Source: an optimization exercise on an open RTL-to-GDS flow (aim: small area). Production flows keep margins and buffers that such runs may drop. Function was checked by simulation only, so behaviour that the tests miss may differ from the original. Power figures rest on the tool's default switching activity, not on a simulated workload.

`flow/design.v`:
```
module hdlc_txcont (
  input      TXclk,
  input      ce,
  input      rst_n,
  input      TXEN,
  output reg enable,
  output reg BackendEnable,
  input      abortedTrans,
  input      inProgress,
  input      ValidFrame,
  output reg Frame,
  input      AbortFrame,
  output reg AbortTrans
);
  reg [3:0] a_counter;
  reg       a_state;
  reg [2:0] f_state;
  reg [4:0] f_counter;
  always @(posedge TXclk or negedge rst_n) begin
    if (!rst_n) begin
      AbortTrans <= 1'b0;
      a_counter  <= 4'd0;
      enable     <= 1'b1;
      a_state    <= 1'b0;
    end else if (ce) begin
      if (TXEN) begin
        case (a_state)
          1'b0: begin
            if (abortedTrans || AbortFrame) begin
              a_state   <= 1'b1;
              a_counter <= 4'd0;
            end
            AbortTrans <= 1'b0;
          end
          1'b1: begin
            if (a_counter == 4'd8) begin
              a_counter <= 4'd0;
              if (!abortedTrans && !AbortFrame) begin
                a_state    <= 1'b0;
                AbortTrans <= 1'b0;
              end else begin
                AbortTrans <= 1'b1;
              end
            end else begin
              a_counter <= a_counter + 4'd1;
            end
          end
        endcase
      end
      enable <= TXEN;
    end
  end
  always @(posedge TXclk or negedge rst_n) begin
    if (!rst_n) begin
      Frame         <= 1'b0;
      f_state       <= 3'b000;
      f_counter     <= 5'd0;
      BackendEnable <= 1'b0;
    end else if (ce && TXEN) begin
      case (f_state)
        3'b000: begin
          Frame <= 1'b0;
          if (ValidFrame) begin
            f_state       <= 3'b001;
            BackendEnable <= 1'b1;
          end else begin
            BackendEnable <= 1'b0;
          end
          f_counter <= 5'd0;
        end
        3'b001: begin
          if (f_counter > 5'd1 && !inProgress) begin
            f_state <= 3'b010;
            Frame   <= 1'b1;
          end else begin
            Frame <= 1'b0;
          end
          if (!inProgress) f_counter <= f_counter + 5'd1;
          BackendEnable <= 1'b1;
        end
        3'b010: begin
          Frame <= 1'b1;
          if (!ValidFrame) begin
            f_state       <= 3'b011;
            BackendEnable <= 1'b0;
          end else begin
            BackendEnable <= 1'b1;
          end
          f_counter <= 5'd0;
        end
        3'b011: begin
          if (f_counter > 5'd2 && !inProgress) f_state <= 3'b100;
          Frame <= 1'b1;
          if (!inProgress) f_counter <= f_counter + 5'd1;
          BackendEnable <= 1'b0;
        end
        3'b100: begin
          if (f_counter == 5'd10) begin
            f_counter <= 5'd0;
            f_state   <= 3'b000;
            Frame     <= 1'b0;
          end else begin
            f_counter <= f_counter + 5'd1;
            Frame     <= 1'b1;
          end
          BackendEnable <= 1'b0;
        end
        default: ;
      endcase
    end
  end
endmodule
module hdlc_zeroins (
  input            TxClk,
  input            ce,
  input            rst_n,
  input            enable,
  output reg       inProgress,
  input            BackendEnable,
  output reg       abortedTrans,
  input            ValidFrame,
  input            Writebyte,
  output reg       rdy,
  output reg       TXD,
  input      [7:0] Data
);
  reg [7:0]  data_reg;
  reg        flag;
  reg        delay_TX;
  reg [15:0] tmp_reg;
  reg [3:0]  counter;
  reg        b_state;
  reg [15:0] tmp_n;
  reg [3:0]  cnt_n;
  reg        ones;
  always @(posedge TxClk or negedge rst_n) begin
    if (!rst_n) begin
      tmp_reg    <= 16'h0000;
      counter    <= 4'd0;
      flag       <= 1'b1;
      TXD        <= 1'b1;
      delay_TX   <= 1'b1;
      inProgress <= 1'b0;
    end else if (ce && enable) begin
      ones = &tmp_reg[4:0];
      delay_TX <= tmp_reg[0];
      TXD      <= delay_TX;
      tmp_n = tmp_reg;
      cnt_n = counter;
      if (ones) begin
        tmp_n[4:0] = {1'b0, tmp_reg[4:1]};
      end else begin
        tmp_n = {1'b0, tmp_reg[15:1]};
        cnt_n = counter + 4'd1;
      end
      if (cnt_n == 4'd8) begin
        cnt_n = 4'd0;
        flag       <= 1'b1;
        inProgress <= 1'b0;
        tmp_n[15:8] = data_reg;
      end else begin
        inProgress <= 1'b1;
        flag       <= 1'b0;
      end
      tmp_reg <= tmp_n;
      counter <= cnt_n;
    end
  end
  always @(posedge TxClk or negedge rst_n) begin
    if (!rst_n) begin
      b_state      <= 1'b0;
      data_reg     <= 8'h00;
      rdy          <= 1'b0;
      abortedTrans <= 1'b0;
    end else if (ce && enable) begin
      if (BackendEnable) begin
        case (b_state)
          1'b0: begin
            if (flag) begin
              b_state  <= 1'b1;
              rdy      <= 1'b1;
              data_reg <= 8'h00;
            end
          end
          1'b1: begin
            if (Writebyte) begin
              b_state  <= 1'b0;
              rdy      <= 1'b0;
              data_reg <= Data;
            end else if (flag) begin
              b_state      <= 1'b0;
              rdy          <= 1'b0;
              data_reg     <= 8'h00;
              abortedTrans <= 1'b1;
            end
          end
        endcase
      end else begin
        rdy          <= 1'b0;
        b_state      <= 1'b0;
        abortedTrans <= 1'b0;
      end
    end
  end
endmodule
module hdlc_flagins (
  input      TXclk,
  input      ce,
  input      rst_n,
  output reg TX,
  input      TXEN,
  input      TXD,
  input      AbortFrame,
  input      Frame
);
  reg [7:0] transmit_reg;
  reg       state;
  always @(posedge TXclk or negedge rst_n) begin
    if (!rst_n) begin
      transmit_reg <= 8'hFF;
      state        <= 1'b0;
      TX           <= 1'b1;
    end else if (ce) begin
      if (TXEN) begin
      case (state)
        1'b0: begin
          TX <= transmit_reg[0];
          if (Frame && !AbortFrame) begin
            state        <= 1'b1;
            transmit_reg <= 8'b01111110;
          end else begin
            transmit_reg <= {1'b1, transmit_reg[7:1]};
          end
        end
        1'b1: begin
          TX <= transmit_reg[0];
          if (AbortFrame) begin
            transmit_reg <= 8'b11111110;
            state        <= 1'b0;
          end else if (!Frame) begin
            transmit_reg <= 8'b01111110;
            state        <= 1'b0;
          end else begin
            transmit_reg <= {TXD, transmit_reg[7:1]};
          end
        end
      endcase
      end else begin
        TX <= 1'b1;
      end
    end
  end
endmodule
module hdlc_txchannel (
  input        TxClk,
  input        TxClkEn,
  input        rst_n,
  input        TXEN,
  output       Tx,
  input        ValidFrame,
  input        AbortFrame,
  output       AbortedTrans,
  input        WriteByte,
  output       rdy,
  input  [7:0] TxData
);
  wire TXD_i, enable_i, abortedTrans_i, AbortTrans_i, Frame_i, inProgress_i, BackendEnable_i;
  assign AbortedTrans = abortedTrans_i;
  hdlc_flagins FlagMachine (
    .TXclk(TxClk), .ce(TxClkEn), .rst_n(rst_n), .TX(Tx), .TXEN(TXEN), .TXD(TXD_i),
    .AbortFrame(AbortTrans_i), .Frame(Frame_i));
  hdlc_zeroins BackendMachine (
    .TxClk(TxClk), .ce(TxClkEn), .rst_n(rst_n), .enable(TXEN), .inProgress(inProgress_i),
    .BackendEnable(BackendEnable_i), .abortedTrans(abortedTrans_i),
    .ValidFrame(ValidFrame), .Writebyte(WriteByte), .rdy(rdy), .TXD(TXD_i),
    .Data(TxData));
  hdlc_txcont Txcontroller (
    .TXclk(TxClk), .ce(TxClkEn), .rst_n(rst_n), .TXEN(TXEN), .enable(enable_i),
    .BackendEnable(BackendEnable_i), .abortedTrans(abortedTrans_i),
    .inProgress(inProgress_i), .ValidFrame(ValidFrame), .Frame(Frame_i),
    .AbortFrame(AbortFrame), .AbortTrans(AbortTrans_i));
endmodule
module hdlc_rxcont (
  input      RxClk,
  input      ce,
  input      rst,
  input      RxEn,
  output reg AbortedFrame,
  input      Abort,
  input      FlagDetect,
  output reg ValidFrame,
  output reg FrameError,
  input      aval,
  output reg initzero,
  output reg enable
);
  reg [2:0] counter;
  reg [2:0] FlagCounter;
  reg       FrameStatus;
  reg       FlagInit;
  reg [7:0] FrameStatusReg;
  reg [2:0] fc_n;
  reg       fs_n;
  reg       fi_n;
  always @(posedge RxClk or negedge rst) begin
    if (!rst) begin
      enable         <= 1'b0;
      FrameStatus    <= 1'b0;
      ValidFrame     <= 1'b0;
      AbortedFrame   <= 1'b0;
      counter        <= 3'd0;
      FlagInit       <= 1'b0;
      initzero       <= 1'b0;
      FrameStatusReg <= 8'h00;
      FrameError     <= 1'b0;
      FlagCounter    <= 3'd0;
    end else if (ce) begin
      fc_n = FlagCounter;
      fs_n = FrameStatus;
      fi_n = FlagInit;
      if (FlagDetect) begin
        fi_n = 1'b1;
        fs_n = 1'b0;
        fc_n = 3'd0;
        AbortedFrame <= 1'b0;
      end
      if (fi_n) begin
        if (fc_n == 3'd7) begin
          fs_n = 1'b1;
          fc_n = 3'd0;
          initzero <= 1'b1;
          fi_n = 1'b0;
        end else begin
          fc_n = fc_n + 3'd1;
          initzero <= 1'b0;
        end
      end else begin
        initzero <= 1'b0;
      end
      if (Abort) begin
        fs_n = 1'b0;
        AbortedFrame <= 1'b1;
      end
      ValidFrame     <= FrameStatusReg[0];
      FrameStatusReg <= {fs_n, FrameStatusReg[7:1]};
      if (RxEn) begin
        if (fs_n) begin
          if (aval) begin
            enable     <= 1'b1;
            counter    <= 3'd0;
            FrameError <= 1'b0;
          end else begin
            if (counter == 3'd5) begin
              enable     <= 1'b0;
              counter    <= 3'd0;
              FrameError <= 1'b1;
            end else begin
              enable     <= 1'b1;
              counter    <= counter + 3'd1;
              FrameError <= 1'b0;
            end
          end
        end else begin
          FrameError <= 1'b0;
          enable     <= 1'b0;
        end
      end else begin
        FrameError <= 1'b0;
        enable     <= 1'b0;
      end
      FlagCounter <= fc_n;
      FrameStatus <= fs_n;
      FlagInit    <= fi_n;
    end
  end
endmodule
module hdlc_zerodetect (
  input            ValidFrame,
  input            Readbyte,
  output reg       aval,
  input            enable,
  output reg       rdy,
  input            rst,
  input            StartofFrame,
  input            RxClk,
  input            ce,
  input            RxD,
  output reg [7:0] RxData
);
  reg [7:0] DataRegister;
  reg       flag;
  reg [7:0] tempRegister;
  reg [2:0] counter;
  reg [5:0] checkreg;
  reg       status;
  reg       rdy_var;
  reg [7:0] tr_n;
  reg [2:0] cnt_n;
  reg [5:0] cr_n;
  reg       zd;
  reg       st_n;
  reg       rv_n;
  always @(posedge RxClk or negedge rst) begin
    if (!rst) begin
      counter      <= 3'd0;
      tempRegister <= 8'h00;
      DataRegister <= 8'h00;
      flag         <= 1'b0;
      checkreg     <= 6'd0;
    end else if (ce && enable) begin
      tr_n  = tempRegister;
      cnt_n = counter;
      if (!StartofFrame) begin
        cr_n = {RxD, checkreg[5:1]};
        tr_n[cnt_n] = RxD;
      end else begin
        cr_n = {RxD, 5'b00000};
        cnt_n = 3'd0;
        tr_n[0] = RxD;
      end
      zd = !cr_n[5] && (&cr_n[4:0]);
      if (zd) begin
        flag <= 1'b0;
      end else begin
        if (cnt_n == 3'd7) begin
          DataRegister <= tr_n;
          cnt_n = 3'd0;
          flag <= 1'b1;
        end else begin
          cnt_n = cnt_n + 3'd1;
          flag <= 1'b0;
        end
      end
      tempRegister <= tr_n;
      counter      <= cnt_n;
      checkreg     <= cr_n;
    end
  end
  always @(posedge RxClk or negedge rst) begin
    if (!rst) begin
      RxData  <= 8'h00;
      status  <= 1'b0;
      aval    <= 1'b1;
      rdy_var <= 1'b0;
      rdy     <= 1'b0;
    end else if (ce) begin
      st_n = status;
      rv_n = rdy_var;
      if (enable && flag) begin
        st_n = 1'b1;
        RxData <= DataRegister;
        rv_n = 1'b1;
      end
      if (Readbyte) begin
        st_n = 1'b0;
        rv_n = 1'b0;
      end
      rdy <= rv_n;
      if (!ValidFrame) aval <= 1'b1;
      else             aval <= !st_n;
      status  <= st_n;
      rdy_var <= rv_n;
    end
  end
endmodule
module hdlc_flagdetect (
  input      Rxclk,
  input      ce,
  input      rst,
  output reg FlagDetect,
  output reg Abort,
  input      RxEn,
  output reg RXEn_O,
  output reg RXD,
  input      RX
);
  reg [7:0] ShiftReg;
  reg [7:0] Enable_Reg;
  always @(posedge Rxclk or negedge rst) begin
    if (!rst) begin
      FlagDetect <= 1'b0;
      Abort      <= 1'b0;
      RXD        <= 1'b0;
      ShiftReg   <= 8'h00;
      RXEn_O     <= 1'b1;
      Enable_Reg <= 8'hFF;
    end else if (ce) begin
      FlagDetect <= !ShiftReg[0] && (&ShiftReg[6:1]) && !ShiftReg[7];
      Abort      <= !ShiftReg[0] && (&ShiftReg[7:1]);
      ShiftReg   <= {RX, ShiftReg[7:1]};
      RXD        <= ShiftReg[0];
      RXEn_O     <= Enable_Reg[0];
      Enable_Reg <= {RxEn, Enable_Reg[7:1]};
    end
  end
endmodule
module hdlc_rxchannel (
  input        Rxclk,
  input        RxClkEn,
  input        rst,
  input        Rx,
  output [7:0] RxData,
  output       ValidFrame,
  output       FrameError,
  output       AbortSignal,
  input        Readbyte,
  output       rdy,
  input        RxEn
);
  wire RxD_i, enable_i, aval_i, FlagDetect_i, Abort_i, initzero_i, rxen_i, ValidFrame_i;
  assign ValidFrame = ValidFrame_i;
  hdlc_rxcont Controller (
    .RxClk(Rxclk), .ce(RxClkEn), .rst(rst), .RxEn(rxen_i), .AbortedFrame(AbortSignal),
    .Abort(Abort_i), .FlagDetect(FlagDetect_i), .ValidFrame(ValidFrame_i),
    .FrameError(FrameError), .aval(aval_i), .initzero(initzero_i),
    .enable(enable_i));
  hdlc_zerodetect zero_backend (
    .ValidFrame(ValidFrame_i), .Readbyte(Readbyte), .aval(aval_i),
    .enable(enable_i), .rdy(rdy), .rst(rst), .StartofFrame(initzero_i),
    .RxClk(Rxclk), .ce(RxClkEn), .RxD(RxD_i), .RxData(RxData));
  hdlc_flagdetect flag_detect (
    .Rxclk(Rxclk), .ce(RxClkEn), .rst(rst), .FlagDetect(FlagDetect_i), .Abort(Abort_i),
    .RxEn(RxEn), .RXEn_O(rxen_i), .RXD(RxD_i), .RX(Rx));
endmodule
module hdlc_txsync (
  input            rst_n,
  input            clk_D1,
  input            ce_D1,
  input            clk_D2,
  input            rdy_D1,
  output reg       rdy_D2,
  output reg       ack,
  output     [7:0] TXD_D1,
  input      [7:0] TXD_D2,
  output reg       ValidFrame_D1,
  input            ValidFrame_D2,
  input            AbortedTrans_D1,
  output reg       AbortedTrans_D2,
  output reg       AbortFrame_D1,
  input            AbortFrame_D2,
  output reg       WriteByte_D1,
  input            WriteByte_D2
);
  reg rdy_ff, wr_ff, ack_i, ack_ff, af_ff, vf_ff, at_ff;
  assign TXD_D1 = TXD_D2;
  always @(posedge clk_D2 or negedge rst_n)
    if (!rst_n) begin
      rdy_ff <= 1'b0; rdy_D2 <= 1'b0;
    end else begin
      rdy_D2 <= rdy_ff; rdy_ff <= rdy_D1;
    end
  always @(posedge clk_D1 or negedge rst_n)
    if (!rst_n) begin
      wr_ff <= 1'b0; WriteByte_D1 <= 1'b0; ack_i <= 1'b0;
    end else if (ce_D1) begin
      ack_i <= wr_ff; WriteByte_D1 <= wr_ff; wr_ff <= WriteByte_D2;
    end
  always @(posedge clk_D2 or negedge rst_n)
    if (!rst_n) begin
      ack_ff <= 1'b0; ack <= 1'b0;
    end else begin
      ack <= ack_ff; ack_ff <= ack_i;
    end
  always @(posedge clk_D1 or negedge rst_n)
    if (!rst_n) begin
      af_ff <= 1'b0; AbortFrame_D1 <= 1'b0;
    end else if (ce_D1) begin
      AbortFrame_D1 <= af_ff; af_ff <= AbortFrame_D2;
    end
  always @(posedge clk_D1 or negedge rst_n)
    if (!rst_n) begin
      vf_ff <= 1'b0; ValidFrame_D1 <= 1'b0;
    end else if (ce_D1) begin
      ValidFrame_D1 <= vf_ff; vf_ff <= ValidFrame_D2;
    end
  always @(posedge clk_D2 or negedge rst_n)
    if (!rst_n) begin
      at_ff <= 1'b0; AbortedTrans_D2 <= 1'b0;
    end else begin
      AbortedTrans_D2 <= at_ff; at_ff <= AbortedTrans_D1;
    end
endmodule
module hdlc_rxsync (
  input            rst_n,
  input            clk_D1,
  input            ce_D1,
  input            clk_D2,
  input            rdy_D1,
  output reg       rdy_D2,
  input      [7:0] RXD_D1,
  output     [7:0] RXD_D2,
  input            ValidFrame_D1,
  output reg       ValidFrame_D2,
  input            AbortSignal_D1,
  output reg       AbortSignal_D2,
  input            FrameError_D1,
  output reg       FrameError_D2,
  output reg       ReadByte_D1,
  input            ReadByte_D2
);
  reg rdy_ff, rd_ff, vf_ff, ab_ff, fe_ff;
  assign RXD_D2 = RXD_D1;
  always @(posedge clk_D2 or negedge rst_n)
    if (!rst_n) begin
      rdy_ff <= 1'b0; rdy_D2 <= 1'b0;
    end else begin
      rdy_D2 <= rdy_ff; rdy_ff <= rdy_D1;
    end
  always @(posedge clk_D1 or negedge rst_n)
    if (!rst_n) begin
      rd_ff <= 1'b0; ReadByte_D1 <= 1'b0;
    end else if (ce_D1) begin
      ReadByte_D1 <= rd_ff; rd_ff <= ReadByte_D2;
    end
  always @(posedge clk_D2 or negedge rst_n)
    if (!rst_n) begin
      vf_ff <= 1'b0; ValidFrame_D2 <= 1'b0;
    end else begin
      ValidFrame_D2 <= vf_ff; vf_ff <= ValidFrame_D1;
    end
  always @(posedge clk_D2 or negedge rst_n)
    if (!rst_n) begin
      ab_ff <= 1'b0; AbortSignal_D2 <= 1'b0;
    end else begin
      AbortSignal_D2 <= ab_ff; ab_ff <= AbortSignal_D1;
    end
  always @(posedge clk_D2 or negedge rst_n)
    if (!rst_n) begin
      fe_ff <= 1'b0; FrameError_D2 <= 1'b0;
    end else begin
      FrameError_D2 <= fe_ff; fe_ff <= FrameError_D1;
    end
endmodule
module hdlc_spmem #(
  parameter ADD_WIDTH   = 7,
  parameter WIDTH       = 8,
  parameter DEFAULT_OUT = 1'b1
) (
  input                      clk,
  input                      reset,
  input      [ADD_WIDTH-1:0] add,
  input      [WIDTH-1:0]     Data_In,
  output reg [WIDTH-1:0]     Data_Out,
  input                      WR
);
  reg [WIDTH-1:0] data [0:(1<<ADD_WIDTH)-1];
  integer i;
  always @(posedge clk or negedge reset) begin
    if (!reset) begin
      Data_Out <= {WIDTH{DEFAULT_OUT}};
      for (i = 0; i < (1<<ADD_WIDTH); i = i + 1) data[i] <= {WIDTH{1'b0}};
    end else if (!WR) begin
      data[add] <= Data_In;
      Data_Out  <= {WIDTH{DEFAULT_OUT}};
    end else begin
      Data_Out  <= data[add];
    end
  end
endmodule
module hdlc_txbuff #(
  parameter ADD_WIDTH = 7
) (
  input        TxClk,
  input        rst_n,
  input        RdBuff,
  input        Wr,
  output reg   TxDataAvail,
  input        TxEnable,
  output reg   TxDone,
  output [7:0] TxDataOutBuff,
  input  [7:0] TxDataInBuff,
  output       Full
);
  localparam IDLE_typ = 2'd0, WRITE_typ = 2'd1, READ_typ = 2'd2;
  localparam [ADD_WIDTH-1:0] MAX_ADDRESS = {ADD_WIDTH{1'b1}};
  reg                 WR_i;
  wire [ADD_WIDTH-1:0] Address;
  reg  [1:0]          p_state, n_state;
  reg  [ADD_WIDTH-1:0] FrameSize;
  reg                 load_FrSize, en_Count, rst_count;
  reg  [ADD_WIDTH-1:0] Count;
  hdlc_spmem #(.ADD_WIDTH(ADD_WIDTH), .WIDTH(8), .DEFAULT_OUT(1'b0)) Spmem_core (
    .clk(TxClk), .reset(rst_n), .add(Address), .Data_In(TxDataInBuff),
    .Data_Out(TxDataOutBuff), .WR(WR_i));
  assign Full    = (Address == MAX_ADDRESS);
  assign Address = Count;
  always @(posedge TxClk or negedge rst_n)
    if (!rst_n)          Count <= {ADD_WIDTH{1'b0}};
    else if (rst_count)  Count <= {ADD_WIDTH{1'b0}};
    else if (en_Count)   Count <= Count + 1'b1;
  always @(posedge TxClk or negedge rst_n)
    if (!rst_n)           FrameSize <= {ADD_WIDTH{1'b0}};
    else if (load_FrSize) FrameSize <= Address;
  always @(posedge TxClk or negedge rst_n)
    if (!rst_n) p_state <= IDLE_typ;
    else        p_state <= n_state;
  always @(*) begin
    case (p_state)
      IDLE_typ: begin
        TxDone      = 1'b1;
        TxDataAvail = 1'b0;
        load_FrSize = 1'b0;
        WR_i        = !Wr;
        if (Wr) begin
          n_state   = WRITE_typ;
          en_Count  = 1'b1;
          rst_count = 1'b0;
        end else begin
          n_state   = IDLE_typ;
          en_Count  = 1'b0;
          rst_count = 1'b1;
        end
      end
      WRITE_typ: begin
        TxDone      = 1'b0;
        TxDataAvail = 1'b0;
        WR_i        = !Wr;
        en_Count    = Wr;
        if (TxEnable || (Address == MAX_ADDRESS)) begin
          n_state     = READ_typ;
          load_FrSize = 1'b1;
          rst_count   = 1'b1;
        end else begin
          n_state     = WRITE_typ;
          load_FrSize = 1'b0;
          rst_count   = 1'b0;
        end
      end
      READ_typ: begin
        WR_i        = 1'b1;
        en_Count    = RdBuff;
        load_FrSize = 1'b0;
        TxDataAvail = 1'b1;
        if (Address == FrameSize) begin
          TxDone    = 1'b1;
          n_state   = IDLE_typ;
          rst_count = 1'b1;
        end else begin
          TxDone    = 1'b0;
          n_state   = READ_typ;
          rst_count = 1'b0;
        end
      end
      default: begin
        WR_i        = 1'b1;
        en_Count    = 1'b0;
        load_FrSize = 1'b0;
        TxDataAvail = 1'b0;
        TxDone      = 1'b0;
        rst_count   = 1'b1;
        n_state     = p_state;
      end
    endcase
  end
endmodule
module hdlc_rxbuff #(
  parameter FCS_TYPE  = 2,
  parameter ADD_WIDTH = 7
) (
  input                      Clk,
  input                      rst_n,
  input      [7:0]           DataBuff,
  input                      EOF,
  input                      WrBuff,
  output reg [ADD_WIDTH-1:0] FrameSize,
  output reg                 RxRdy,
  output     [7:0]           RxDataBuffOut,
  output reg                 Overflow,
  input                      Rd
);
  localparam IDLE_st = 2'd0, WRITE_st = 2'd1, READ_st = 2'd2;
  localparam [ADD_WIDTH-1:0] MAX_ADDRESS = {ADD_WIDTH{1'b1}};
  reg                  load_FrSize, en_Count, rst_count, WR_i;
  reg  [ADD_WIDTH-1:0] Count;
  wire [ADD_WIDTH-1:0] Address;
  reg  [ADD_WIDTH-1:0] FrameSize_i;
  reg                  Overflow_i, RxRdy_i;
  reg  [1:0]           p_state, n_state;
  assign Address = Count;
  always @(posedge Clk or negedge rst_n)
    if (!rst_n)          Count <= {ADD_WIDTH{1'b0}};
    else if (rst_count)  Count <= {ADD_WIDTH{1'b0}};
    else if (en_Count)   Count <= Count + 1'b1;
  always @(posedge Clk or negedge rst_n)
    if (!rst_n) begin
      FrameSize   <= {ADD_WIDTH{1'b0}};
      FrameSize_i <= {ADD_WIDTH{1'b0}};
    end else if (load_FrSize) begin
      FrameSize   <= Address - FCS_TYPE;
      FrameSize_i <= Address - FCS_TYPE;
    end
  always @(posedge Clk or negedge rst_n)
    if (!rst_n) begin
      p_state  <= IDLE_st;
      Overflow <= 1'b0;
      RxRdy    <= 1'b0;
    end else begin
      p_state  <= n_state;
      Overflow <= Overflow_i;
      RxRdy    <= RxRdy_i;
    end
  always @(*) begin
    case (p_state)
      WRITE_st: begin
        Overflow_i = (Address == MAX_ADDRESS);
        WR_i       = !WrBuff;
        en_Count   = WrBuff;
        if (EOF || (Address == MAX_ADDRESS)) begin
          RxRdy_i     = 1'b1;
          n_state     = READ_st;
          load_FrSize = 1'b1;
          rst_count   = 1'b1;
        end else begin
          RxRdy_i     = 1'b0;
          n_state     = WRITE_st;
          load_FrSize = 1'b0;
          rst_count   = 1'b0;
        end
      end
      READ_st: begin
        WR_i        = 1'b1;
        en_Count    = Rd;
        load_FrSize = 1'b0;
        if (Address == FrameSize_i) begin
          Overflow_i = 1'b0;
          RxRdy_i    = 1'b0;
          n_state    = IDLE_st;
          rst_count  = 1'b1;
        end else begin
          if (WrBuff) begin
            Overflow_i = 1'b1;
            n_state    = WRITE_st;
            rst_count  = 1'b1;
          end else begin
            Overflow_i = 1'b0;
            n_state    = READ_st;
            rst_count  = 1'b0;
          end
          RxRdy_i = 1'b1;
        end
      end
      default: begin   
        RxRdy_i     = 1'b0;
        load_FrSize = 1'b0;
        WR_i        = !WrBuff;
        Overflow_i  = 1'b0;
        if (WrBuff) begin
          n_state   = WRITE_st;
          en_Count  = 1'b1;
          rst_count = 1'b0;
        end else begin
          n_state   = IDLE_st;
          en_Count  = 1'b0;
          rst_count = 1'b1;
        end
      end
    endcase
  end
  hdlc_spmem #(.ADD_WIDTH(ADD_WIDTH), .WIDTH(8), .DEFAULT_OUT(1'b1)) Buff (
    .clk(Clk), .reset(rst_n), .add(Address), .Data_In(DataBuff),
    .Data_Out(RxDataBuffOut), .WR(WR_i));
endmodule
module hdlc_crc16_d8 (
  input  [7:0]  D,
  input  [15:0] C,
  output [15:0] N
);
  assign N[0]  = D[4] ^ D[0] ^ C[8]  ^ C[12];
  assign N[1]  = D[5] ^ D[1] ^ C[9]  ^ C[13];
  assign N[2]  = D[6] ^ D[2] ^ C[10] ^ C[14];
  assign N[3]  = D[7] ^ D[3] ^ C[11] ^ C[15];
  assign N[4]  = D[4] ^ C[12];
  assign N[5]  = D[5] ^ D[4] ^ D[0] ^ C[8] ^ C[12] ^ C[13];
  assign N[6]  = D[6] ^ D[5] ^ D[1] ^ C[9] ^ C[13] ^ C[14];
  assign N[7]  = D[7] ^ D[6] ^ D[2] ^ C[10] ^ C[14] ^ C[15];
  assign N[8]  = D[7] ^ D[3] ^ C[0] ^ C[11] ^ C[15];
  assign N[9]  = D[4] ^ C[1] ^ C[12];
  assign N[10] = D[5] ^ C[2] ^ C[13];
  assign N[11] = D[6] ^ C[3] ^ C[14];
  assign N[12] = D[7] ^ D[4] ^ D[0] ^ C[4] ^ C[8] ^ C[12] ^ C[15];
  assign N[13] = D[5] ^ D[1] ^ C[5] ^ C[9] ^ C[13];
  assign N[14] = D[6] ^ D[2] ^ C[6] ^ C[10] ^ C[14];
  assign N[15] = D[7] ^ D[3] ^ C[7] ^ C[11] ^ C[15];
endmodule
module hdlc_txfcs (
  input            TxClk,
  input            rst_n,
  input            FCSen,
  output reg       ValidFrame,
  output reg       WriteByte,
  input            rdy,
  input            ack,
  output reg [7:0] TxData,
  input            TxDataAvail,
  output reg       RdBuff,
  input      [7:0] TxDataBuff
);
  localparam IDLE_st = 4'd0, READ_st = 4'd1, WRITE_st = 4'd2, WAIT_st = 4'd3,
             SETZ1_st = 4'd4, WRITEZ1_st = 4'd5, SETZ2_st = 4'd6, WAIT2_st = 4'd7,
             WAIT_STATE1_st = 4'd8, WAIT_STATE2_st = 4'd9, WAIT_STATE3_st = 4'd10;
  reg [15:0] FCS_reg;
  reg [3:0]  state;
  wire [15:0] crc_data, crc_ones;
  hdlc_crc16_d8 crc_d (.D(TxDataBuff), .C(FCS_reg), .N(crc_data));
  hdlc_crc16_d8 crc_f (.D(8'hFF),      .C(FCS_reg), .N(crc_ones));
  always @(posedge TxClk or negedge rst_n) begin
    if (!rst_n) begin
      FCS_reg    <= 16'hFFFF;
      ValidFrame <= 1'b0;
      WriteByte  <= 1'b0;
      TxData     <= 8'h00;
      RdBuff     <= 1'b0;
      state      <= IDLE_st;
    end else begin
      case (state)
        IDLE_st: begin
          FCS_reg    <= 16'hFFFF;
          ValidFrame <= TxDataAvail;
          WriteByte  <= 1'b0;
          TxData     <= 8'h00;
          if (rdy) begin
            state  <= READ_st;
            RdBuff <= 1'b1;
          end else begin
            state  <= IDLE_st;
            RdBuff <= 1'b0;
          end
        end
        READ_st: begin
          FCS_reg    <= crc_data;
          ValidFrame <= 1'b1;
          WriteByte  <= 1'b1;
          TxData     <= TxDataBuff;
          RdBuff     <= 1'b0;
          state      <= WAIT_STATE1_st;
        end
        WAIT_STATE1_st: begin
          if (!rdy) state <= WAIT_st;
        end
        WAIT_st: begin
          ValidFrame <= 1'b1;
          WriteByte  <= 1'b0;
          if (TxDataAvail) begin
            TxData <= TxDataBuff;
            if (rdy) begin
              RdBuff <= 1'b1;
              state  <= READ_st;
            end else begin
              RdBuff <= 1'b0;
              state  <= WAIT_st;
            end
          end else begin
            TxData <= 8'hFF;
            RdBuff <= 1'b0;
            if (FCSen) begin
              FCS_reg <= crc_ones;
              state   <= SETZ1_st;
            end else begin
              FCS_reg <= 16'hFFFF;
              state   <= IDLE_st;
            end
          end
        end
        SETZ1_st: begin
          FCS_reg    <= crc_ones;
          ValidFrame <= 1'b1;
          WriteByte  <= 1'b0;
          TxData     <= 8'hFF;
          RdBuff     <= 1'b0;
          state      <= SETZ2_st;
        end
        SETZ2_st: begin
          ValidFrame <= 1'b1;
          RdBuff     <= 1'b0;
          if (rdy) begin
            WriteByte <= 1'b1;
            TxData    <= ~{FCS_reg[8], FCS_reg[9], FCS_reg[10], FCS_reg[11],
                           FCS_reg[12], FCS_reg[13], FCS_reg[14], FCS_reg[15]};
            state     <= WAIT_STATE2_st;
          end else begin
            TxData    <= 8'hFF;
            WriteByte <= 1'b0;
            state     <= SETZ2_st;
          end
        end
        WAIT_STATE2_st: begin
          if (!rdy) state <= WAIT2_st;
        end
        WAIT2_st: begin
          ValidFrame <= 1'b1;
          RdBuff     <= 1'b0;
          if (rdy) begin
            WriteByte <= 1'b1;
            TxData    <= ~{FCS_reg[0], FCS_reg[1], FCS_reg[2], FCS_reg[3],
                           FCS_reg[4], FCS_reg[5], FCS_reg[6], FCS_reg[7]};
            state     <= WAIT_STATE3_st;
          end else begin
            TxData    <= 8'hFF;
            WriteByte <= 1'b0;
            state     <= WAIT2_st;
          end
        end
        WAIT_STATE3_st: begin
          if (!rdy) state <= IDLE_st;
        end
        default: ;
      endcase
    end
  end
endmodule
module hdlc_rxfcs #(
  parameter FCS_TYPE = 2
) (
  input            clk,
  input            rst_n,
  input      [7:0] RxD,
  input            ValidFrame,
  input            rdy,
  output reg       Readbyte,
  output reg [7:0] DataBuff,
  output reg       WrBuff,
  output reg       EOF,
  input            FCSen,
  output reg       FCSerr
);
  localparam IDLE_st = 2'd0, RUN_st = 2'd1, READ_st = 2'd2, EOF_st = 2'd3;
  reg [1:0]  p_state, n_state;
  reg [15:0] FCS_reg, FCS_value;
  reg        WrBuff_i, EOF_i;
  wire [15:0] crc_next;
  hdlc_crc16_d8 crc (.D(RxD), .C(FCS_reg), .N(crc_next));
  always @(posedge clk or negedge rst_n) begin
    if (!rst_n) begin
      p_state  <= IDLE_st;
      FCS_reg  <= 16'hFFFF;
      WrBuff   <= 1'b0;
      DataBuff <= 8'hFF;
      EOF      <= 1'b0;
    end else begin
      p_state  <= n_state;
      FCS_reg  <= FCS_value;
      DataBuff <= RxD;
      WrBuff   <= WrBuff_i;
      EOF      <= EOF_i;
    end
  end
  always @(*) begin
    case (p_state)
      IDLE_st: begin
        FCSerr    = 1'b0;
        WrBuff_i  = 1'b0;
        FCS_value = 16'hFFFF;
        Readbyte  = 1'b0;
        EOF_i     = 1'b0;
        n_state   = ValidFrame ? RUN_st : IDLE_st;
      end
      RUN_st: begin
        FCSerr    = 1'b0;
        WrBuff_i  = 1'b0;
        Readbyte  = 1'b0;
        FCS_value = FCS_reg;
        if (ValidFrame) begin
          EOF_i   = 1'b0;
          n_state = rdy ? READ_st : RUN_st;
        end else begin
          n_state = EOF_st;
          EOF_i   = 1'b1;
        end
      end
      EOF_st: begin
        n_state   = IDLE_st;
        Readbyte  = 1'b0;
        WrBuff_i  = 1'b0;
        FCSerr    = FCSen && (FCS_reg != 16'h1D0F);
        FCS_value = 16'hFFFF;
        EOF_i     = 1'b0;
      end
      default: begin   
        FCSerr = 1'b0;
        EOF_i  = 1'b0;
        if (rdy) begin
          n_state   = READ_st;
          FCS_value = FCS_reg;
          WrBuff_i  = 1'b0;
          Readbyte  = 1'b1;
        end else begin
          n_state   = RUN_st;
          FCS_value = crc_next;
          WrBuff_i  = 1'b1;
          Readbyte  = 1'b0;
        end
      end
    endcase
  end
endmodule
module hdlc_wb_if #(
  parameter ADD_WIDTH = 7
) (
  input                  CLK_I,
  input                  RST_I,
  output reg             ACK_O,
  input      [2:0]       ADR_I,
  input                  CYC_I,
  input      [31:0]      DAT_I,
  output reg [31:0]      DAT_O,
  output reg             RTY_O,
  input                  STB_I,
  input                  WE_I,
  output reg             TAG0_O,
  output reg             TAG1_O,
  output reg             TxEnable,
  input                  TxDone,
  output reg [7:0]       TxDataInBuff,
  output reg             Txwr,
  input                  TxAborted,
  output reg             TxAbort,
  input                  TxOverflow,
  output reg             TxFCSen,
  input  [ADD_WIDTH-1:0] RxFrameSize,
  input                  RxRdy,
  input      [7:0]       RxDataBuffOut,
  input                  RxOverflow,
  input                  RxFrameError,
  input                  RxFCSErr,
  output reg             RxRd,
  input                  RxAbort
);
  reg        ack_0, ack_1, ack_2, ack_3, ack_4;
  reg [31:0] DATO_0, DATO_1, DATO_2, DATO_3, DATO_4;
  reg        en_0, en_1, en_2, en_3, en_4;
  reg [2:0]  counter;
  reg        rst_count;
  always @(posedge CLK_I) begin
    RTY_O <= 1'b0;
    if (RST_I) begin
      ACK_O     <= 1'b0;
      DAT_O     <= 32'h0;
      TAG0_O    <= 1'b0;
      TAG1_O    <= 1'b0;
      en_0      <= 1'b0;
      en_1      <= 1'b0;
      en_2      <= 1'b0;
      en_3      <= 1'b0;
      en_4      <= 1'b0;
      rst_count <= 1'b1;
    end else begin
      TAG0_O <= TxDone;
      TAG1_O <= RxRdy;
      if (CYC_I && STB_I) begin
        case (ADR_I)
          3'b000: begin
            ACK_O <= ack_0; DAT_O <= DATO_0;
            en_0 <= 1'b1; en_1 <= 1'b0; en_2 <= 1'b0; en_3 <= 1'b0; en_4 <= 1'b0;
            rst_count <= 1'b1;
          end
          3'b001: begin
            ACK_O <= ack_1; DAT_O <= DATO_1;
            en_0 <= 1'b0; en_1 <= !ack_1; en_2 <= 1'b0; en_3 <= 1'b0; en_4 <= 1'b0;
            rst_count <= (counter == 3'd4);
          end
          3'b010: begin
            ACK_O <= ack_2; DAT_O <= DATO_2;
            en_0 <= 1'b0; en_1 <= 1'b0; en_2 <= 1'b1; en_3 <= 1'b0; en_4 <= 1'b0;
          end
          3'b011: begin
            ACK_O <= ack_3; DAT_O <= DATO_3;
            en_0 <= 1'b0; en_1 <= 1'b0; en_2 <= 1'b0; en_3 <= !ack_3; en_4 <= 1'b0;
            rst_count <= (counter == 3'd7);
          end
          3'b100: begin
            ACK_O <= ack_4; DAT_O <= DATO_4;
            en_0 <= 1'b0; en_1 <= 1'b0; en_2 <= 1'b0; en_3 <= 1'b0; en_4 <= 1'b1;
          end
          default: begin
            DAT_O <= 32'h0; ACK_O <= 1'b1;
            en_0 <= 1'b0; en_1 <= 1'b0; en_2 <= 1'b0; en_3 <= 1'b0; en_4 <= 1'b0;
          end
        endcase
      end else begin
        DAT_O <= 32'h0;
        ACK_O <= 1'b0;
        en_0 <= 1'b0; en_1 <= 1'b0; en_2 <= 1'b0; en_3 <= 1'b0; en_4 <= 1'b0;
      end
    end
  end
  always @(posedge CLK_I) begin
    if (RST_I) begin
      ack_0    <= 1'b0;
      DATO_0   <= 32'h0;
      TxEnable <= 1'b0;
      TxAbort  <= 1'b0;
      TxFCSen  <= 1'b1;
    end else begin
      DATO_0 <= {24'h0, 3'b000, TxOverflow, TxAborted, 2'b00, TxDone};
      ack_0  <= en_0;
      if (en_0 && WE_I) begin
        TxEnable <= DAT_I[1];
        TxAbort  <= DAT_I[2];
        TxFCSen  <= DAT_I[5];
      end
    end
  end
  always @(posedge CLK_I) begin
    if (RST_I) begin
      ack_1        <= 1'b0;
      DATO_1       <= 32'h0;
      Txwr         <= 1'b0;
      TxDataInBuff <= 8'h00;
    end else begin
      DATO_1 <= 32'h0;
      if (WE_I && en_1) begin
        case (counter)
          3'd0: begin Txwr <= 1'b1; TxDataInBuff <= DAT_I[7:0];   ack_1 <= 1'b0; end
          3'd1: begin Txwr <= 1'b1; TxDataInBuff <= DAT_I[15:8];  ack_1 <= 1'b0; end
          3'd2: begin Txwr <= 1'b1; TxDataInBuff <= DAT_I[23:16]; ack_1 <= 1'b0; end
          3'd3: begin Txwr <= 1'b1; TxDataInBuff <= DAT_I[31:24]; ack_1 <= 1'b1; end
          default: begin Txwr <= 1'b0; TxDataInBuff <= 8'h00; ack_1 <= 1'b0; end
        endcase
      end else begin
        TxDataInBuff <= 8'h00;
        Txwr         <= 1'b0;
        ack_1        <= 1'b0;
      end
    end
  end
  always @(posedge CLK_I) begin
    if (RST_I) begin
      ack_2  <= 1'b0;
      DATO_2 <= 32'h0;
    end else begin
      DATO_2 <= {24'h0, 3'b000, RxOverflow, RxAbort, RxFrameError, RxFCSErr, RxRdy};
      ack_2  <= en_2;
    end
  end
  always @(posedge CLK_I) begin
    if (RST_I) begin
      ack_3  <= 1'b0;
      DATO_3 <= 32'h0;
      RxRd   <= 1'b0;
    end else begin
      if (en_3 && !WE_I) begin
        case (counter)
          3'd0: begin RxRd <= 1'b1; DATO_3 <= 32'h0; ack_3 <= 1'b0; end
          3'd1: begin RxRd <= 1'b1; DATO_3 <= {RxDataBuffOut, DATO_3[31:8]}; ack_3 <= 1'b0; end
          3'd2: begin RxRd <= 1'b1; DATO_3 <= {RxDataBuffOut, DATO_3[31:8]}; ack_3 <= 1'b0; end
          3'd3: begin RxRd <= 1'b0; DATO_3 <= {RxDataBuffOut, DATO_3[31:8]}; ack_3 <= 1'b0; end
          3'd4: begin RxRd <= 1'b0; DATO_3 <= {RxDataBuffOut, DATO_3[31:8]}; ack_3 <= 1'b0; end
          3'd5: begin RxRd <= 1'b0; DATO_3 <= {RxDataBuffOut, DATO_3[31:8]}; ack_3 <= 1'b1; end
          default: begin RxRd <= 1'b0; DATO_3 <= 32'h0; ack_3 <= 1'b0; end
        endcase
      end else begin
        DATO_3 <= 32'h0;
        RxRd   <= 1'b0;
        ack_3  <= 1'b0;
      end
    end
  end
  always @(posedge CLK_I) begin
    if (RST_I) begin
      ack_4  <= 1'b0;
      DATO_4 <= 32'h0;
    end else begin
      DATO_4 <= {24'h0, 1'b0, RxFrameSize};
      ack_4  <= en_4;
    end
  end
  always @(posedge CLK_I) begin
    if (rst_count)             counter <= 3'd0;
    else if (en_1 || en_3)     counter <= counter + 3'd1;
    else                       counter <= 3'd0;
  end
endmodule
module hdlc #(
  parameter FCS_TYPE  = 2,
  parameter ADD_WIDTH = 7
) (
  output        Tx,
  input         Rx,
  input         TxClkEn,
  input         RxClkEn,
  input         TxEN,
  input         RxEn,
  input         RST_I,
  input         CLK_I,
  input  [2:0]  ADR_I,
  output [31:0] DAT_O,
  input  [31:0] DAT_I,
  input         WE_I,
  input         STB_I,
  output        ACK_O,
  input         CYC_I,
  output        RTY_O,
  output        TAG0_O,
  output        TAG1_O
);
  wire rst_n = !RST_I;
  wire       Tx_rdy_D1, Tx_rdy_D2, Tx_ack;
  wire [7:0] TXD_D1, TXD_D2;
  wire       Tx_ValidFrame_D1, Tx_ValidFrame_D2;
  wire       Tx_AbortedTrans_D1, Tx_AbortedTrans_D2;
  wire       Tx_AbortFrame_D1, Tx_AbortFrame_D2;
  wire       Tx_WriteByte_D1, Tx_WriteByte_D2;
  wire       Rx_ValidFrame_D1, Rx_ValidFrame_D2;
  wire [7:0] RxD_D1, RxD_D2;
  wire       Rx_FrameError_D1, Rx_FrameError_D2;
  wire       Rx_AbortSignal_D1, Rx_AbortSignal_D2;
  wire       Rx_Readbyte_D1, Rx_Readbyte_D2;
  wire       Rx_rdy_D1, Rx_rdy_D2;
  wire       TxDataAvail, Tx_RdBuff, TxDone, TxEnable, Tx_Full;
  wire [7:0] TxDataInBuff, TxDataOutBuff;
  wire       Tx_Wr_Buff;
  wire       FCSen;
  wire                 Rx_WrBuff, Rx_EOF;
  wire [ADD_WIDTH-1:0] Rx_FrameSize;
  wire [7:0]           Rx_DataBuff;
  wire                 Rx_Buff_Overflow, Rx_FCSerr;
  wire [7:0]           RxDataBuffOut;
  wire                 Rx_Rd_Buff, RxRdy_int;
  hdlc_wb_if #(.ADD_WIDTH(ADD_WIDTH)) WB_host (
    .CLK_I(CLK_I), .RST_I(RST_I), .ACK_O(ACK_O), .ADR_I(ADR_I), .CYC_I(CYC_I),
    .DAT_I(DAT_I), .DAT_O(DAT_O), .RTY_O(RTY_O), .STB_I(STB_I), .WE_I(WE_I),
    .TAG0_O(TAG0_O), .TAG1_O(TAG1_O),
    .TxEnable(TxEnable), .TxDone(TxDone), .TxDataInBuff(TxDataInBuff),
    .Txwr(Tx_Wr_Buff), .TxAborted(Tx_AbortedTrans_D2), .TxAbort(Tx_AbortFrame_D2),
    .TxOverflow(Tx_Full), .TxFCSen(FCSen),
    .RxFrameSize(Rx_FrameSize), .RxRdy(RxRdy_int), .RxDataBuffOut(RxDataBuffOut),
    .RxOverflow(Rx_Buff_Overflow), .RxFrameError(Rx_FrameError_D2),
    .RxFCSErr(Rx_FCSerr), .RxRd(Rx_Rd_Buff), .RxAbort(Rx_AbortSignal_D2));
  hdlc_txsync TxSynch (
    .rst_n(rst_n), .clk_D1(CLK_I), .ce_D1(TxClkEn), .clk_D2(CLK_I),
    .rdy_D1(Tx_rdy_D1), .rdy_D2(Tx_rdy_D2), .ack(Tx_ack),
    .TXD_D1(TXD_D1), .TXD_D2(TXD_D2),
    .ValidFrame_D1(Tx_ValidFrame_D1), .ValidFrame_D2(Tx_ValidFrame_D2),
    .AbortedTrans_D1(Tx_AbortedTrans_D1), .AbortedTrans_D2(Tx_AbortedTrans_D2),
    .AbortFrame_D1(Tx_AbortFrame_D1), .AbortFrame_D2(Tx_AbortFrame_D2),
    .WriteByte_D1(Tx_WriteByte_D1), .WriteByte_D2(Tx_WriteByte_D2));
  hdlc_txbuff #(.ADD_WIDTH(ADD_WIDTH)) TxBuff (
    .TxClk(CLK_I), .rst_n(rst_n), .RdBuff(Tx_RdBuff), .Wr(Tx_Wr_Buff),
    .TxDataAvail(TxDataAvail), .TxEnable(TxEnable), .TxDone(TxDone),
    .TxDataOutBuff(TxDataOutBuff), .TxDataInBuff(TxDataInBuff), .Full(Tx_Full));
  hdlc_txfcs TxFCS (
    .TxClk(CLK_I), .rst_n(rst_n), .FCSen(FCSen),
    .ValidFrame(Tx_ValidFrame_D2), .WriteByte(Tx_WriteByte_D2),
    .rdy(Tx_rdy_D2), .ack(Tx_ack), .TxData(TXD_D2),
    .TxDataAvail(TxDataAvail), .RdBuff(Tx_RdBuff), .TxDataBuff(TxDataOutBuff));
  hdlc_txchannel TxCore (
    .TxClk(CLK_I), .TxClkEn(TxClkEn), .rst_n(rst_n), .TXEN(TxEN), .Tx(Tx),
    .ValidFrame(Tx_ValidFrame_D1), .AbortFrame(Tx_AbortFrame_D1),
    .AbortedTrans(Tx_AbortedTrans_D1), .WriteByte(Tx_WriteByte_D1),
    .rdy(Tx_rdy_D1), .TxData(TXD_D1));
  hdlc_rxchannel RxChannel (
    .Rxclk(CLK_I), .RxClkEn(RxClkEn), .rst(rst_n), .Rx(Rx), .RxData(RxD_D1),
    .ValidFrame(Rx_ValidFrame_D1), .FrameError(Rx_FrameError_D1),
    .AbortSignal(Rx_AbortSignal_D1), .Readbyte(Rx_Readbyte_D1),
    .rdy(Rx_rdy_D1), .RxEn(RxEn));
  hdlc_rxsync RxSynch (
    .rst_n(rst_n), .clk_D1(CLK_I), .ce_D1(RxClkEn), .clk_D2(CLK_I),
    .rdy_D1(Rx_rdy_D1), .rdy_D2(Rx_rdy_D2),
    .RXD_D1(RxD_D1), .RXD_D2(RxD_D2),
    .ValidFrame_D1(Rx_ValidFrame_D1), .ValidFrame_D2(Rx_ValidFrame_D2),
    .AbortSignal_D1(Rx_AbortSignal_D1), .AbortSignal_D2(Rx_AbortSignal_D2),
    .FrameError_D1(Rx_FrameError_D1), .FrameError_D2(Rx_FrameError_D2),
    .ReadByte_D1(Rx_Readbyte_D1), .ReadByte_D2(Rx_Readbyte_D2));
  hdlc_rxbuff #(.FCS_TYPE(FCS_TYPE), .ADD_WIDTH(ADD_WIDTH)) RxBuff (
    .Clk(CLK_I), .rst_n(rst_n), .DataBuff(Rx_DataBuff), .EOF(Rx_EOF),
    .WrBuff(Rx_WrBuff), .FrameSize(Rx_FrameSize), .RxRdy(RxRdy_int),
    .RxDataBuffOut(RxDataBuffOut), .Overflow(Rx_Buff_Overflow), .Rd(Rx_Rd_Buff));
  hdlc_rxfcs #(.FCS_TYPE(FCS_TYPE)) RxFCS (
    .clk(CLK_I), .rst_n(rst_n), .RxD(RxD_D2), .ValidFrame(Rx_ValidFrame_D2),
    .rdy(Rx_rdy_D2), .Readbyte(Rx_Readbyte_D2), .DataBuff(Rx_DataBuff),
    .WrBuff(Rx_WrBuff), .EOF(Rx_EOF), .FCSen(FCSen), .FCSerr(Rx_FCSerr));
endmodule
```
`flow/run.sh`:
```
#!/bin/bash
# synth_recipe.tcl (not shown) runs the flow's synth.tcl, then flattens the netlist and writes it again
# the make line also repeats each setting of config.mk as NAME=value (left out here)
make -C /OpenROAD-flow-scripts/flow DESIGN_CONFIG=/design/flow/config.mk WORK_HOME=/design/flow/orfs CLKGATE_MAP_FILE= SYNTH_SCRIPT=/design/flow/synth_recipe.tcl finish
```
`flow/config.mk`:
```
export PLATFORM = sky130hd
export DESIGN_NAME = hdlc
export DESIGN_NICKNAME = hdlc
export VERILOG_FILES = /design/flow/design.v
export SDC_FILE = /design/flow/constraint.sdc
export NUM_CORES = 4
export LEC_CHECK = 0
export CAP_MARGIN = 20
export CORE_MARGIN = 2
export CORE_UTILIZATION = 40
export PLACE_DENSITY = 0.6
export SLEW_MARGIN = 20
```
`flow/constraint.sdc`:
```
create_clock -name core_clock -period 10.0 [get_ports {CLK_I}]
set_input_delay 2.0000 -clock core_clock [delete_from_list [all_inputs] [get_ports {CLK_I}]]
set_output_delay 2.0000 -clock core_clock [all_outputs]
set_load 0.01 [all_outputs]
```
==> results of run 1 <==
==> power by group through the flow <==
stage	Clock, W	Combinational (W)	Sequential (W)
floorplan	0	0.00102	0.0105
global placement	0	0.00129	0.0106
detailed placement	0	0.00133	0.0106
CTS	0.0103	0.00134	0.0104
global route	0.0107	0.00149	0.0105
finish	0.0102	0.00135	0.0104
==> cell usage after synthesis, types with 15 or more instances <==
cell	count
a2111oi_0	39
a21oi_1	118
a221oi_1	17
a222oi_1	16
a22o_1	45
a22oi_1	665
a31oi_1	27
a32o_1	24
a32oi_1	106
and2_1	107
and3_1	136
buf_1	36
buf_2	30
buf_6	15
clkbuf_1	509
dfrtp_1	2244
dfstp_2	70
dfxtp_1	107
ha_1	41
inv_1	56
mux2_2	2103
mux2i_1	25
nand2_1	410
nand2b_1	15
nand3_1	250
nand3b_1	21
nand4_1	161
nor2_1	366
nor2b_1	38
nor3_1	186
nor4_1	84
o21ai_0	103
o22a_1	18
o22ai_1	25
or4_1	24
xnor2_1	59
xor2_1	37
==> final cells by class <==
class / instances / area (µm²)
clock buffers: 411 / 8160
inverters: 56 / 214
flip-flops and latches: 2421 / 60200
fillers: 24100 / 144000
well taps: 3552 / 4440
clock inverters: 74 / 771
multi-input cells: 5488 / 45500
repair buffers: 529 / 4340
diodes: 18 / 45.0
==> layer usage <==
metal / vias to the layer above / track usage (%) / share of wire [%]
met2: 5910 / 50.1 / 40
met4: 14 / 21.3 / 7.3
li1: 32200 / - / -
met3: 1489 / 13.4 / 13
met5: - / 0.369 / 0.046
met1: 44100 / 49.1 / 39
==> cells by family after synthesis <==
kind of cell / count (synthesis)
buffers and inverters: 651
adder cells (fa/ha/maj): 41
multiplexers: 2129
AO/OA/AOI/OAI: 1297
flip-flops: 2421
other: 1
AND/OR/NAND/NOR: 1924
XOR/XNOR: 96
==> final timing paths <==
check | start | depth (start not counted) | end | slack (ps)
max reg2reg | TxBuff.Count[6]$_DFFE_PP0P_ | 10 | TxBuff.Spmem_core.Data_Out[5]$_DFF_PP0_ | 4750
max in group asynchronous | RST_I | 4 | RxBuff.Buff.data[97][6]$_DFFE_PP0P_ | 5390
min reg2reg | TxSynch.rdy_ff$_DFF_PP0_ | 0 | TxSynch.rdy_D2$_DFF_PP0_ | 350
min in group asynchronous | RST_I | 2 | TxFCS.TxData[2]$_DFFE_PP0P_ | 2300
max | TxBuff.Count[6]$_DFFE_PP0P_ | 10 | TxBuff.Spmem_core.Data_Out[5]$_DFF_PP0_ | 4750
min | TxSynch.rdy_ff$_DFF_PP0_ | 0 | TxSynch.rdy_D2$_DFF_PP0_ | 350
==> metrics by stage <==
step | worst slack, ps | instances | hold WS, ps | area, µm²
after CTS | 4980 | 12500 | 352 | 124000
final | 4750 | 12500 | 350 | 124000
after global placement | 4370 | 12000 | 336 | 115000
after detailed placement | 4290 | 12000 | 339 | 115000
after floorplan | -29700 | 8560 | 331 | 108000
after global routing | 4840 | 12500 | 369 | 124000
==> placed cells by master, fill, tap and decap left out, types with 135 or more instances in the layout <==
| master | n |
|---|---|
| a22oi_1 | 665 |
| nand2_1 | 410 |
| buf_4 | 430 |
| nor2_1 | 288 |
| mux2_2 | 2103 |
| and3_1 | 135 |
| nand3_1 | 250 |
| nand4_1 | 161 |
| nor3_1 | 152 |
| clkbuf_16 | 285 |
| dfrtp_1 | 2239 |
==> critical path: stages, from the launching register on <==
cell,delay (ps)
dfrtp_2,450
buf_4,540
and3b_2,520
buf_4,360
buf_4,320
nand2_1,320
o22ai_1,210
or3_1,510
or4_1,560
nor4_1,1010
a311oi_1,210
==> flow_metrics.tcl, run 1 <==
set metrics [dict create \
    yosys.area.top_type_share_pct 52.2 \
    syn2layout_area_growth_pct 15.0 \
    wl_mm 509 \
    die_w_um 523 \
    hold_path.class "reg -> reg" \
    numCtsBuffers 276 \
    synth_fa_ha_area_share_pct 0.477 \
    fp-row-count 190 \
    drc_errors 0 \
    rsz0062_at_grt "no" \
    fin_crit_sh_pct 52.5 \
    num_vias 83800 \
    ys_ff_latch 2421 \
    max_slew_margin_pct 12.5 \
    cp-start-kind "flip-flop" \
    grt_overflow 0 \
    power_frac_seq_pct 47.4 \
    p_leak_nw 58.8 \
    synth_top_family_by_area "multiplexers" \
    p_int_w 0.0165 \
    ys_async_sr_fraction_pct 95.6 \
    utilization_pct 46.2 \
    required_ps 10750 \
    pwr_density_cell_nw_per_um2 178 \
    worstSetupPathType "reg -> reg" \
    dieArea_um2 273000 \
    root_buffer "clkbuf_16" \
    htree_num_levels 5 \
    finalCriticalPeriod_ps 5250 \
    io_pins 82 \
    muxShareOfSynthArea_pct 22.3 \
    drive_gt1_share_pct 36.0 \
    finClkSkew_ps 63.1 \
    drtIter0Drc 12300 \
    cts_hold_buffers 0 \
    hold_violations 0 \
    core_um2 268000 \
    setup_viol 0 \
    viasPerCell 6.67 \
    cp.arrival_ps 6000 \
    finalSetupTns_ps 0 \
    ys_warn_count 17 \
    ant_nets 0 \
    status "complete, no violations" \
    grt_max_degree 160 \
    nets 8858 \
    worstMarginPinSlew_ps 1310 \
    max_cap_viol_count 0 \
    synthSimpleGateAreaFrac_pct 9.19 \
    yosysTopAreaCell "dfrtp_1" \
    synth_xor_area_share_pct 0.782 \
    synth.distinct_cells 86 \
    p_switching_w 0.00551 \
    clock_latency_ps 930 \
    power_frac_clock_pct 46.5 \
    power_w 0.0220 \
    syn_inst 8560 \
    grt_antenna_before_repair 42 \
    die_h_um 523 \
    post_cts_buffers 0 \
    seq_area_frac_synth_pct 55.9 \
    start_util_pct 40.2 \
    port_buffers 80 \
    max_freq_mhz 191 \
    avgSynthCellArea_um2 12.6 \
    cts.clk_slew.worst_paths_ps 60 \
    cts_tree "built" \
    path_max_fanout 44 \
    firstDrtPassIters 8 \
    switching_share_pct 25.0 \
    clock_path_buffers 4 \
    avgRoutedWirePerCell_um 40.5 \
    ys_dominant_reg_cell "dfrtp_1" \
    grt_util_all_layers_pct 36.5 \
    ir_drop_mv 0.126 \
    synth_edf_count 0 \
    p_comb_share_pct 6.1 \
    cts.sink_count 2421 \
    grt_pass1_wl_mm 688 \
    synth_compound_area_share_pct 8.93 \
    hpwl_mm 347 \
    gp_congestion 1.06 \
    post_cts_resized 0 \
    synthTopCellsByArea "dfrtp_1, mux2_2, a22oi_1" \
    synth_area_um2 108000 \
    synth_nets 8646 \
    grt_pass1_vias 80800 \
    drv_slew 0 \
    endpoint_kind "flip-flop" \
]
==> run 2, diff against run 1 <==
--- a/flow/design.v
+++ b/flow/design.v
@@ -635,4 +635,5 @@
   parameter ADD_WIDTH   = 7,
   parameter WIDTH       = 8,
+  parameter DEPTH       = 1 << ADD_WIDTH,
   parameter DEFAULT_OUT = 1'b1
 ) (
@@ -644,16 +645,22 @@
   input                      WR
 );
-  reg [WIDTH-1:0] data [0:(1<<ADD_WIDTH)-1];
-  integer i;
+  reg [WIDTH-1:0] data [0:DEPTH-1];
+  reg [ADD_WIDTH:0] used;    
+  always @(posedge clk)
+    if (!WR) data[add] <= Data_In;
+  always @(posedge clk or negedge reset)
+    if (!reset)
+      used <= {(ADD_WIDTH+1){1'b0}};
+    else if (!WR && ({1'b0, add} == used))
+      used <= used + 1'b1;
   always @(posedge clk or negedge reset) begin
-    if (!reset) begin
+    if (!reset)
       Data_Out <= {WIDTH{DEFAULT_OUT}};
-      for (i = 0; i < (1<<ADD_WIDTH); i = i + 1) data[i] <= {WIDTH{1'b0}};
-    end else if (!WR) begin
-      data[add] <= Data_In;
-      Data_Out  <= {WIDTH{DEFAULT_OUT}};
-    end else begin
-      Data_Out  <= data[add];
-    end
+    else if (!WR)
+      Data_Out <= {WIDTH{DEFAULT_OUT}};
+    else if ({1'b0, add} < used)
+      Data_Out <= data[add];
+    else
+      Data_Out <= {WIDTH{1'b0}};
   end
 endmodule
@@ -857,5 +864,5 @@
     endcase
   end
-  hdlc_spmem #(.ADD_WIDTH(ADD_WIDTH), .WIDTH(8), .DEFAULT_OUT(1'b1)) Buff (
+  hdlc_spmem #(.ADD_WIDTH(ADD_WIDTH), .WIDTH(8), .DEPTH((1<<ADD_WIDTH)-1), .DEFAULT_OUT(1'b1)) Buff (
     .clk(Clk), .reset(rst_n), .add(Address), .Data_In(DataBuff),
     .Data_Out(RxDataBuffOut), .WR(WR_i));
==> run 2 against run 1 <==
Net effect: first-iteration DRC count decreased by 47%; final cell count down 26%; global-route usage down 16 points; critical path depth is 1 lower; largest power group unchanged.
==> flow_metrics.tcl, run 2 <==
set metrics [dict create \
    grt_antenna_before_repair 8 \
    cts.clk_slew.worst_paths_ps 60 \
    grt_pass1_vias 52400 \
    p_leak_nw 34.2 \
    met3_wirelength_mm 22.3 \
    drive_gt1_share_pct 14.8 \
    die_w_um 495 \
    cpMostUsedCell "buf_4" \
    slowest_delay_ps 940 \
    wl_mm 257 \
    hold_path.class "reg -> reg" \
    max_cap_viol_count 0 \
    synth.distinct_cells 86 \
    timing.rr.end "RxBuff.Buff.Data_Out[2]$_DFF_PP1_" \
    fin_crit_sh_pct 47.5 \
    path_max_fanout 44 \
    endpoint_kind "flip-flop" \
    cp-start-kind "flip-flop" \
    grt_max_degree 156 \
    wl_met1_mm 110 \
    yosysMostFrequentCell "edfxtp_1" \
    hpwl_mm 157 \
    avgRoutedWirePerCell_um 27.6 \
    pwr_density_cell_nw_per_um2 202 \
    yosysTopAreaCell "edfxtp_1" \
    finalCriticalPeriod_ps 4750 \
    post_cts_buffers 0 \
    drtIter0Drc 6451 \
    htree_num_levels 4 \
    worstSetupPathType "reg -> reg" \
    max_slew_margin_pct 20.0 \
    yosys-top-cells-count "edfxtp_1, mux2i_1, nor2_1" \
    root_buffer "clkbuf_16" \
    num_vias 54000 \
    worstMarginPinSlew_ps 1190 \
    avgSynthCellArea_um2 16.5 \
    finalSetupTns_ps 0 \
    crit_family "simple AND/OR/NAND/NOR gates" \
    switching_share_pct 22.5 \
    numCtsBuffers 233 \
    synthTopCellsByArea "edfxtp_1, dfrtp_1, mux2i_1" \
    grt_pass1_wl_mm 371 \
    drv_slew 0 \
    firstDrtPassIters 6 \
    dieArea_um2 245000 \
    die_h_um 495 \
    crit_cells 9 \
    layout_commonest_cell "edfxtp_1" \
    cp.arrival_ps 5520 \
    layout_common_cells "edfxtp_1, mux2i_1, nor2_1" \
    ys_ff_latch 2429 \
    nets 6014 \
    clock_path_buffers 3 \
    viasPerCell 5.80 \
    whs_path_depth 0 \
    hold_start "RxSynch.rdy_ff$_DFF_PP0_" \
    synth_area_um2 96300 \
    cts_hold_buffers 0 \
    ys_warn_count 15 \
    required_ps 10760 \
    power_frac_seq_pct 52.9 \
    path_cells "buf_4 > or4b_1 > buf_4 > o22ai_1 > or4_1 > o31ai_1 > o2111ai_1 > a21oi_1 > o221ai_1" \
    syn2layout_area_growth_pct 12.4 \
    yosys.area.top_type_share_pct 63.6 \
    io_pins 82 \
    ant_nets 0 \
    crit_path_end "RxBuff.Buff.Data_Out[2]$_DFF_PP1_" \
    post_cts_resized 0 \
    syn_inst 5827 \
    highest_layer "met4" \
    finClkSkew_ps 28.9 \
    hold_violations 0 \
    cts.sink_count 2429 \
    power_frac_clock_pct 41.1 \
    seq_area_frac_synth_pct 73.3 \
    ir_drop_mv 0.201 \
    crit_slowest_cell "dfrtp_4" \
    p_comb_share_pct 6.0 \
    clock_latency_ps 880 \
    start_util_pct 40.1 \
    port_buffers 80 \
    crit_start "RxBuff.Count[0]$_DFFE_PP0P_" \
    p_int_w 0.0169 \
    gp_congestion 0.862 \
    wl_met2_mm 117 \
    grt_util_all_layers_pct 20.6 \
    rsz0062_at_grt "no" \
    cts_tree "built" \
    setup_viol 0 \
    r2r_slack_ps 5250 \
    synth_edf_count 2040 \
    worstRegToRegCells 9 \
    p_switching_w 0.00491 \
    ys_dominant_reg_cell "edfxtp_1" \
    max_freq_mhz 210 \
    drc_errors 0 \
    core_um2 240000 \
    grt_overflow 0 \
    utilization_pct 45.1 \
    cp_num_buf_inv 2 \
    ys_async_sr_fraction_pct 11.6 \
    largest_register_ffs 1024 \
    fp-row-count 180 \
    crit-reg2reg-launch "RxBuff.Count[0]$_DFFE_PP0P_" \
    status "complete, no violations" \
    synth_nets 5926 \
]
-- run 2: changes by cell type after synthesis, moves of 207 or more --
cell      delta
mux4_2     +207
edfxtp_1  +2040
a22oi_1    -583
clkbuf_1   -370
mux2i_1    +460
mux2_2    -1988
dfrtp_1   -2032
-- run 2: power groups by stage --
| stage | Clock (W) | Sequential (W) | Combinational, W |
|---|---|---|---|
| floorplan | 0 | 0.0116 | 0.00106 |
| global route | 0.00947 | 0.0116 | 0.00145 |
| finish | 0.00898 | 0.0116 | 0.00131 |
| global placement | 0 | 0.0118 | 0.00127 |
| CTS | 0.00909 | 0.0116 | 0.00131 |
| detailed placement | 0 | 0.0118 | 0.00131 |
-- run 2: worst reg2reg max path: stages (launching register included) --
cell and delay [ps]:
dfrtp_4 940, buf_4 810, or4b_1 790, buf_4 430, o22ai_1 150, or4_1 490
o31ai_1 530, o2111ai_1 200, a21oi_1 170, o221ai_1 140
-- run 2: stage by stage --
stage                     instances  hold slack [ps]  setup WS (ps)  power (W)  instance area (µm²)
after detailed placement       8865              336           4680     0.0131               100000
after CTS                      9302              356           5180     0.0220               108000
after global routing           9304              359           5000     0.0225               108000
after global placement         8864              331           4760     0.0130               100000
final                          9305              349           5250     0.0219               108000
after floorplan                5827              331           2140     0.0126                96300
-- run 2: logic make-up (layout without fill, tap and decap cells) --
kind of cell	Yosys count	in the layout	synth area share (%)
and+or+nand+nor	1104	1104	5.22
buffers and inverters	405	695	2.07
other	1	4	0.00390
DFF	2429	2429	73.3
adders and majority gates	54	54	0.702
muxes	810	810	11.3
xor gates and xnor gates	101	101	0.919
AOI/OAI and AO/OA	923	923	6.53
-- run 2: routing by layer --
| layer | vias to the layer above | track usage, % |
|---|---|---|
| met5 | - | 0 |
| li1 | 23000 | - |
| met4 | 0 | 6.12 |
| met3 | 407 | 3.93 |
| met1 | 28100 | 30.1 |
| met2 | 2421 | 31.5 |
-- run 2: final cells by class --
cell class                 instances  area (µm²)
clock buffer                     298        6320
clock inverter                   139        1450
antenna                            3        7.51
timing repair buffer             189        1670
tap                             3185        3990
fill                           20500      132000
inverter                          69         263
multi-input combinational       2993       23900
sequential                      2429       70600
-- run 2: worst min-delay path by stage --
stage / end / slack [ps]
after detailed placement: RxSynch.rdy_D2$_DFF_PP0_ / 340
after global placement: RxSynch.rdy_D2$_DFF_PP0_ / 330
after floorplan: RxSynch.AbortSignal_D2$_DFF_PP0_ / 330
after global routing: RxSynch.rdy_D2$_DFF_PP0_ / 360
final: RxSynch.rdy_D2$_DFF_PP0_ / 350
after CTS: RxSynch.rdy_D2$_DFF_PP0_ / 360

## static timing again, ports no longer ideal
The results above use ideal ports. As a check the final layouts listed here were re-extracted and re-timed, cells and wires unchanged.
Step 1 assumes that a clkbuf_16 drives the clock port and a buf_2 every other input.
Step 2 also shifts input and output timing later by t, the mid clock arrival at the registers, as if the neighbouring blocks saw the same clock.
a / b / c = no drivers / after step 1 / after step 2; a / b = the first two.
run	shift t [ns]	setup slack, ns	slew at the worst register clock pin (ns)	cell pins on the clock port's net
run 1	1.001	4.752 / 4.752 / 4.456	0.07 / 0.07	1
run 2	0.951	5.246 / 5.246 / 5.106	0.07 / 0.07	1
After both steps every run listed still meets setup and hold. The setup slack of run 1, which loses most, moves by 0.000 ns with the drivers and by -0.296 ns with both steps. The worst setup slack also covers recovery checks on asynchronous resets.
